This is an optimization exercise on Yosys and OpenROAD, whose aim is small area, a short achievable clock period and few clock cycles, not a production implementation. Function was checked by simulation only, so behaviour that the tests miss may differ from the original.

Design geofence, start of the top module:
module geofence (clk, reset, X, Y, valid, is_inside);
input               clk;
input               reset;
input       [9:0]   X;
input       [9:0]   Y;
output  reg         valid;
output  reg         is_inside;
reg     [3:0]   cnt;         
reg     [9:0]   PX, PY;
reg signed [10:0] VX, VY;    
reg signed [11:0] VD;        
reg signed [10:0] LX, LY, RX, RY;
reg             deg;         
wire signed [10:0] dx = {1'b0, X} - {1'b0, PX};
wire signed [10:0] dy = {1'b0, Y} - {1'b0, PY};
wire signed [11:0] dd = {1'b0, PX} - {1'b0, X} + {1'b0, Y} - {1'b0, PY};
wire a_neg, a_zero, b_neg, b_zero;
cross_pair u_ab (.lx(LX), .ly(LY), .rx(RX), .ry(RY), .vx(VX), .vy(VY), .d(VD),
                 .a_neg(a_neg), .a_zero(a_zero), .b_neg(b_neg), .b_zero(b_zero));
wire a_pos = ~a_neg & ~a_zero;
wire b_pos = ~b_neg & ~b_zero;
wire v_zero = ~(|VX) & ~(|VY);
wire opp = (|LX) ? (VX[10] ^ LX[10]) : (VY[10] ^ LY[10]);
wire first = (cnt == 4'd2);
wire step  = (cnt >= 4'd2) && (cnt <= 4'd7);
wire cov_now = v_zero | (~a_pos & ~b_pos & (~deg | opp));
always @(posedge clk or posedge reset) begin
    if (reset) begin
        cnt   <= 4'd0;
        valid <= 1'b0;
    end else begin
  ...
clock: 10.0 ns
lec_check: 0
abc_area: 1
cap_margin: 20
core_margin: 2
core_utilization: 40
place_density: 0.6
setup_slack_margin: 4
slew_margin: 20
standard.sh (not shown) runs the stock make flow with config.mk's settings and CLKGATE_MAP_FILE= SYNTH_SCRIPT=/design/flow/synth_recipe.tcl, a recipe that flattens the netlist after the stock synthesis.
==> flow/flow/run.sh <==
#!/bin/bash
# Standard ORFS layout, with one extra step between synthesis and floorplan:
# flow/polfix.py rewrites the synthesized netlist (same registers, same
# function) to drop the inverters between full adders and to turn half
# adders with an unused output into plain gates.
set -euo pipefail
bash standard.sh synth > synth.log 2>&1
R=orfs/results/${FLOW_PLATFORM}/geofence/base
cp $R/1_2_yosys.v 1_2_yosys.orig.v
python3 flow/polfix.py $R/1_2_yosys.v > polfix.log 2>&1
bash standard.sh finish > finish.log 2>&1
Other scripts of this flow, unchanged in this note and not shown: flow/flow/polfix.py
The starting point passed the timing, DRC and antenna checks.
Testbench counts at the start, summed over its fixed seeds: cycles 28,800.
Next try:
--- a/flow/config.mk
+++ b/flow/config.mk
@@ -11,4 +11,4 @@
 export CORE_UTILIZATION = 40
-export PLACE_DENSITY = 0.6
-export SETUP_SLACK_MARGIN = 4
+export PLACE_DENSITY = 0.5
+export SETUP_SLACK_MARGIN = 5
 export SLEW_MARGIN = 20
Outcome: Global-route usage increases by 2.1 points; wire length increases by 7.1%; design area increases by about 14%; clock-buffer cell count stays the same; die area stays the same; worst hold slack gets worse by 0.087 ns; sequential share of layout area decreases by 1.9 points.
Next try:
--- a/flow/config.mk
+++ b/flow/config.mk
@@ -7,8 +7,7 @@
 export LEC_CHECK = 0
-export ABC_AREA = 1
-export CAP_MARGIN = 20
+export CAP_MARGIN = 0
 export CORE_MARGIN = 2
 export CORE_UTILIZATION = 40
-export PLACE_DENSITY = 0.5
+export PLACE_DENSITY = 0.6
 export SETUP_SLACK_MARGIN = 5
-export SLEW_MARGIN = 20
+export SLEW_MARGIN = 0
Effect: The changed run ran to the end with no violations. Non-clock buffer count fell by 47. Area after synthesis climbs by 8.6%. Hold slack loses 0.0096 ns. Worst setup slack degrades by 0.49 ns. Cell area climbs by 1.2%.
Next try:
--- a/flow/config.mk
+++ b/flow/config.mk
@@ -7,3 +7,4 @@
 export LEC_CHECK = 0
-export CAP_MARGIN = 0
+export ABC_AREA = 1
+export CAP_MARGIN = 20
 export CORE_MARGIN = 2
@@ -11,3 +12,3 @@
 export PLACE_DENSITY = 0.6
-export SETUP_SLACK_MARGIN = 5
-export SLEW_MARGIN = 0
+export SETUP_SLACK_MARGIN = 2
+export SLEW_MARGIN = 20
Result:
- setup slack loses 1.6 ns
- routed wire length went up by 4.9%
- critical path depth went up by 1
- utilization went down by 4.1 points
- design area went down by 16%
- hold slack gains 0.097 ns
- area after synthesis went down by 7.9%
- cell count went down by 3.2%
- sequential share of layout area went up by 2.6 points
- non-clock buffer count went down by 122

========
Setup of v30:
geofence again, from the RTL that the note above started with.
export LEC_CHECK = 0
export CAP_MARGIN = 20
export CORE_MARGIN = 2
export CORE_UTILIZATION = 40
export PLACE_DENSITY = 0.6
export SETUP_SLACK_MARGIN = 5
export SLEW_MARGIN = 20
create_clock -name core_clock -period 10.0 [get_ports {clk}]
Scripts as last shown in full above: flow/flow/run.sh
Other scripts of this flow, unchanged in this note and not shown: flow/flow/polfix.py
Testbench counts of v30, summed over its fixed seeds: cycles 28,800.
Here is what was changed in the inputs of v32 compared with v30.
Settings: an added ABC_AREA of 1.
## What came out
Summary of the comparison: worst setup slack for register-to-register paths is higher in v32, relative to v30.
Delta (v32 minus v30): sequential share of cell area saw an increase, total routed wirelength picked up an extra 6700 um, number of rows created at floorplan went down 3, hold slack picked up an extra 0.026 ns, design area lost about 3.5%.
The final cell count in v32 sits 60 above the value recorded for v30.
For v40, these inputs were changed with respect to v32:
Settings: PLACE_DENSITY changed from 0.6 to 0.75; ABC_AREA removed (was 1).
==> run summary <==
Aggregate routed wire length in v40 is 5900 um lower than in v32. Summary of v40 over v32: worst hold margin moved up; final instance count without filler cells lower.
The inputs of v35 differ from those of v40 as listed below.
Settings: changing SETUP_SLACK_MARGIN from 5 to 3; changing PLACE_DENSITY from 0.75 to 0.6.
--- outcome ---
- Against v40, v35 reports a critical path data arrival time that is higher.
- [v35] routed length on met3 fell about 30% relative to v40
- Wire length after detailed routing: v40 and v35 compared, lower one is v35
- On final area, v40 loses to v35.

========
Another version of the RTL of geofence (not shown whole).
Size: ~2,000 cells after synthesis, roughly 24 I/O pins, ~19,000 um^2 of cells after synthesis.
==> flow/config.mk <==
export PLATFORM = sky130hd
export DESIGN_NAME = geofence
export DESIGN_NICKNAME = geofence
export VERILOG_FILES = /design/flow/design.v
export SDC_FILE = /design/flow/constraint.sdc
export NUM_CORES = 4
export LEC_CHECK = 0
export ABC_CLOCK_PERIOD_IN_PS = 5000
export CAP_MARGIN = 20
export CORE_MARGIN = 2
export CORE_UTILIZATION = 40
export PLACE_DENSITY = 0.6
export SETUP_SLACK_MARGIN = 4
export SLEW_MARGIN = 20
==> flow/constraint.sdc <==
create_clock -name core_clock -period 10.0 [get_ports {clk}]
set_input_delay 2.0000 -clock core_clock [delete_from_list [all_inputs] [get_ports {clk}]]
set_output_delay 2.0000 -clock core_clock [all_outputs]
set_load 0.01 [all_outputs]
run.sh (not shown) runs the stock make flow with config.mk's settings and CLKGATE_MAP_FILE= SYNTH_SCRIPT=/design/flow/synth_recipe.tcl, a recipe that flattens the netlist after the stock synthesis.
Stock flow here: none of the scripts above is used.
The starting point produced a clean layout.
Testbench counts at the start, summed over its fixed seeds: cycles 28,800.
Next try:
--- a/flow/config.mk
+++ b/flow/config.mk
@@ -8 +7,0 @@
-export ABC_CLOCK_PERIOD_IN_PS = 5000
@@ -11,3 +10,3 @@
-export CORE_UTILIZATION = 40
-export PLACE_DENSITY = 0.6
-export SETUP_SLACK_MARGIN = 4
+export CORE_UTILIZATION = 60
+export PLACE_DENSITY = 0.75
+export SETUP_SLACK_MARGIN = 5
- clock skew goes up by 0.0037 ns
- cell area went down by 2.1%
- utilization went up by 22 points
- sequential share of layout area increases by 0.29 points
- global-route usage rose by 9.2 points
- setup slack degrades by 0.091 ns
- wire length came out lower by 3.8%
- synthesized cell count is unchanged
- hold slack is about the same

========
== run 1 ==
geofence again, from the RTL that the note above started with.
clock: 10.0 ns
lec_check: 0
cap_margin: 20
core_margin: 2
core_utilization: 40
place_density: 0.6
setup_slack_margin: 5
slew_margin: 20
Testbench counts of run 1, summed over its fixed seeds: cycles 28,800.
Setup changes, run 1 to run 2
- SETUP_SLACK_MARGIN now 4, was 5
## What came out
Between run 1 and run 2, the flow reports final-stage net count increasing slightly.
More vias were needed by run 2 than by run 1.
Run 1 and run 2 ended up with roughly the same worst hold margin.
What run 3 does differently from run 2 at the input level:
- clearing SETUP_SLACK_MARGIN, which used to be 4
Findings:
Diff run 2 -> run 3 | met3 wirelength from detailed routing | decrease of 1.6 mm
Compared with run 2, run 3 shows a lower post-layout net count.
After detailed routing, run 2 needs more wire than run 3.
Per the comparison of run 3 with run 2, post-route clock period utilization picked up an extra 11 points, critical path data arrival time rose 0.95 ns, hold slack grew by 0.012 ns.

## what the ideal ports hide
The flow's constraints put no driver on any port. The routed layouts listed below were extracted and timed again, unchanged, in two steps.
Step 1 sets driving cells, clkbuf_16 on the clock port and buf_2 on the other inputs (assumed; they add their load-dependent delay and slew).
Step 2, shift: input delay + t, output delay - t, t = (earliest + latest rising clock arrival at the registers) / 2. This alone moves slack from input paths to output paths.
a / b / c = ideal ports / drivers / drivers and shift; a / b = the first two.
run | t, ns | setup WS [ns] | clock arrival spread, ns | worst slew at a driven data input, ns | cell pins on the clock port's net
the first run of note 1 | 0.379 | 4.153 / 4.153 / 4.124 | 0.009 / 0.010 | 0.04 | 1
the second run of note 1 | 0.389 | 4.701 / 4.701 / 4.701 | 0.009 / 0.009 | 0.03 | 1
the third run of note 1 | 0.398 | 4.210 / 4.210 / 4.210 | 0.017 / 0.017 | 0.04 | 1
the fourth run of note 1 | 0.380 | 2.646 / 2.646 / 2.646 | 0.009 / 0.010 | 0.04 | 1
v30 | 0.398 | 4.210 / 4.210 / 4.210 | 0.017 / 0.017 | 0.04 | 1
v32 | 0.385 | 4.608 / 4.608 / 4.608 | 0.009 / 0.009 | 0.04 | 1
v40 | 0.399 | 4.206 / 4.206 / 4.206 | 0.011 / 0.011 | 0.04 | 1
v35 | 0.404 | 3.313 / 3.313 / 3.313 | 0.011 / 0.012 | 0.04 | 1
the first run of note 3 | 0.396 | 3.794 / 3.794 / 3.794 | 0.008 / 0.008 | 0.04 | 1
the second run of note 3 | 0.391 | 3.703 / 3.703 / 3.703 | 0.012 / 0.012 | 0.03 | 1
run 1 | 0.368 | 3.797 / 3.797 / 3.797 | 0.009 / 0.009 | 0.04 | 1
run 2 | 0.396 | 3.794 / 3.794 / 3.794 | 0.008 / 0.008 | 0.04 | 1
run 3 | 0.382 | 2.740 / 2.740 / 2.740 | 0.011 / 0.011 | 0.04 | 1
After both steps setup and hold are still met in every run listed. For the first run of note 1, which loses most, drivers alone change the setup slack by 0.000 ns; drivers and shift together by -0.029 ns.
